What follows belongs to an exercise in optimizing a design on an open flow for small area and a short achievable clock period; a production flow would make more cautious choices.
Only simulation tests tie the RTL to the original design; equivalence was not proved.
Power is estimated from default activity; no workload was simulated.

== AL ==
==> flow/design.v (excerpt) <==
module cpu (
    input wire clk,
    input wire reset,
    output wire [31:0] mem_addr,
    output wire        mem_wr,
    output wire [31:0] mem_wdata,
    input  wire [31:0] mem_rdata
);
    wire PC_write, MEM_wr, IR_write, B_write, MDR_write, ALUReg_write;
    wire EPC_write, REG_write;
    wire [1:0] reg_dst, except, MEM_toMDR, BtoC, ALU_srcA;
    wire [2:0] IorD, ALU_srcB, ALU_OP, PC_src;
    wire [3:0] MEM_toreg;
    wire loadA, minit, mstep;
    wire wsel_hi  = (BtoC == 2'b01) || (BtoC == 2'b10);
    wire wsel_mid = (BtoC == 2'b10);
    wire OV, EQ, GT, LT;
    reg [31:0] PC, IR, A, B, ALUOut, EPC, Hi, Lo;
    reg        q;
    reg        epc_valid, hl_valid;
    wire [5:0]  OPCODE = IR[31:26];
    wire [5:0]  FUNCT  = IR[5:0];
    wire [4:0]  RS     = IR[25:21];
    wire [4:0]  RT     = IR[20:16];
    wire [4:0]  RD     = IR[15:11];
    wire [15:0] IMM    = IR[15:0];
    wire [31:0] IMM_SX = {{16{IMM[15]}}, IMM};
    wire [31:0] valid;         
    reg [1:0]  phase;
    always @(posedge clk or posedge reset) begin
        if (reset)
            phase <= 2'd0;
        else
            phase <= phase + 2'd1;
    end
    wire        imm_shift = (OPCODE == 6'h00) && (FUNCT[5:2] == 4'b0000);
    wire [4:0]  raddr = (B_write || imm_shift) ? RT : RS;
    wire [1:0]  rpos = raddr[1:0] + phase;
    wire [31:0] rsel = (32'b1 << {raddr[4:2], rpos}) & valid;
    wire [31:0] rf [0:31];      
    wire [31:0] rdata;
    genvar rb, rk;
    generate
        for (rb = 0; rb < 32; rb = rb + 1) begin : rd_bit
            wire [31:0] col;
            for (rk = 0; rk < 32; rk = rk + 1) begin : rd_reg
                assign col[rk] = rf[rk][rb];
            end
            rf_read_bit u_rd (.d(col), .sel(rsel), .y(rdata[rb]));
        end
    endgenerate
    reg  [4:0]  waddr;
    always @* begin
        case (reg_dst)
            2'b00: waddr = RT;
            2'b01: waddr = RD;
            2'b10: waddr = 5'd29;
            default: waddr = 5'd31;
        endcase
    end
    wire [31:0] sh_out;
    shifter u_sh (.A(A), .B(B[4:0]), .FUNCT(FUNCT), .SHAMT(IMM[10:6]), .Y(sh_out));
    reg        wp;
    reg [4:0]  wp_addr;
    reg [3:0]  wp_sel;
    wire [4:0] w_addr = wp ? wp_addr : waddr;
    wire [3:0] w_sel  = wp ? wp_sel : MEM_toreg;
  ...
For scale: about 1,300 flip-flops, about 99 I/O pins, roughly 0.049 mm² of cells after synthesis.
==> flow/config.mk <==
export PLATFORM = sky130hd
export DESIGN_NAME = cpu
export DESIGN_NICKNAME = cpu
export VERILOG_FILES = /design/flow/design.v
export SDC_FILE = /design/flow/constraint.sdc
export NUM_CORES = 4
export LEC_CHECK = 0
export CAP_MARGIN = 10
export CORE_MARGIN = 2
export CORE_UTILIZATION = 55
export SLEW_MARGIN = 10
export SYNTH_HIERARCHICAL = 1
==> flow/constraint.sdc <==
create_clock -name core_clock -period 16.0 [get_ports {clk}]
set_input_delay 3.2000 -clock core_clock [delete_from_list [all_inputs] [get_ports {clk}]]
set_output_delay 3.2000 -clock core_clock [all_outputs]
set_load 0.01 [all_outputs]
standard.sh (not shown) runs the stock make flow with config.mk's settings and CLKGATE_MAP_FILE= SYNTH_SCRIPT=/design/flow/synth_recipe.tcl, a recipe that flattens the netlist after the stock synthesis.
==> flow/flow/run.sh <==
#!/bin/bash
# Layout flow: the standard synthesis, then the standard ORFS steps with
#  - small plain buffers on the ports (buf_1 instead of the default delay-cell pick; timing repair sizes the critical ones),
#  - timing repair free to change cell footprints and aiming below the 16 ns clock,
#  - a clock tree of clkbuf_8 leaf buffers driving up to 14 flip-flops, no dummy loads.
set -euo pipefail
cd "$(dirname "$0")/.."
bash standard.sh synth > flow_synth.log 2>&1
bash standard.sh \
  "BUFFER_PORTS_ARGS=-buffer_cell sky130_fd_sc_hd__buf_1" \
  MATCH_CELL_FOOTPRINT=0 \
  SETUP_SLACK_MARGIN=9.3 \
  "CTS_ARGS=-sink_clustering_enable -repair_clock_nets -sink_clustering_size 14 -sink_clustering_max_diameter 70 -buf_list sky130_fd_sc_hd__clkbuf_8 -dont_use_dummy_load" \
  finish > flow_layout.log 2>&1
[inputs] JK vs AL
Settings: SLEW_MARGIN now 20, was 10; CAP_MARGIN now 20, was 10.
diff --git a/flow/flow/run.sh b/flow/flow/run.sh
--- a/flow/flow/run.sh
+++ b/flow/flow/run.sh
@@ -2,3 +2,3 @@
 # Layout flow: the standard synthesis, then the standard ORFS steps with
-#  - small plain buffers on the ports (buf_1 instead of the default delay-cell pick; timing repair sizes the critical ones),
+#  - small plain buffers on the ports (buf_2 instead of the default delay-cell pick; timing repair sizes the critical ones),
 #  - timing repair free to change cell footprints and aiming below the 16 ns clock,
@@ -9,3 +9,3 @@
 bash standard.sh \
-  "BUFFER_PORTS_ARGS=-buffer_cell sky130_fd_sc_hd__buf_1" \
+  "BUFFER_PORTS_ARGS=-buffer_cell sky130_fd_sc_hd__buf_2" \
   MATCH_CELL_FOOTPRINT=0 \
Notes after the runs:
[JK vs AL] global-route wire length before repair: lower in JK
Power density over the cells, JK and AL: larger value in AL
Comparing JK and AL, the lower maximum net fanout on the critical path was measured on AL.
met5 as the highest routing layer actually used was reported by JK, and met4 by AL.
Buffer share of cell area in JK is 0.23 points above AL.
Summary: total number of vias, JK better than AL
Changes observed in JK relative to AL: later-pin clock latency in the skew report comparable; worst hold slack now larger; clock skew now larger; total combinational power comparable.
In summary, JK completed successfully, with a layout that passed the timing, DRC and antenna checks.
AL closes out successfully: all stages finished, all timing, DRC and antenna checks passed.

-- port drivers added, routing unchanged --
The results above use ideal ports. As a check the final layouts listed here were re-extracted and re-timed, cells and wires unchanged. Step 1, drivers: a clkbuf_16 drives clk and a buf_2 each remaining input, both assumed. Step 2 also shifts input and output timing later by t, the mid clock arrival at the registers, as if the neighbouring blocks saw the same clock. Slacks: no drivers / after step 1 / after step 2; pairs: no drivers / after step 1.
run | t, ns | slack for setup (ns) | worst register clock-pin slew, ns
AL | 0.845 | 9.225 / 9.185 / 9.185 | 0.10 / 0.10
JK | 0.831 | 9.239 / 9.174 / 9.174 | 0.10 / 0.10
After both steps setup and hold are still met in every run listed. For JK, which loses most, drivers alone change the setup slack by -0.065 ns; drivers and shift together by -0.065 ns.
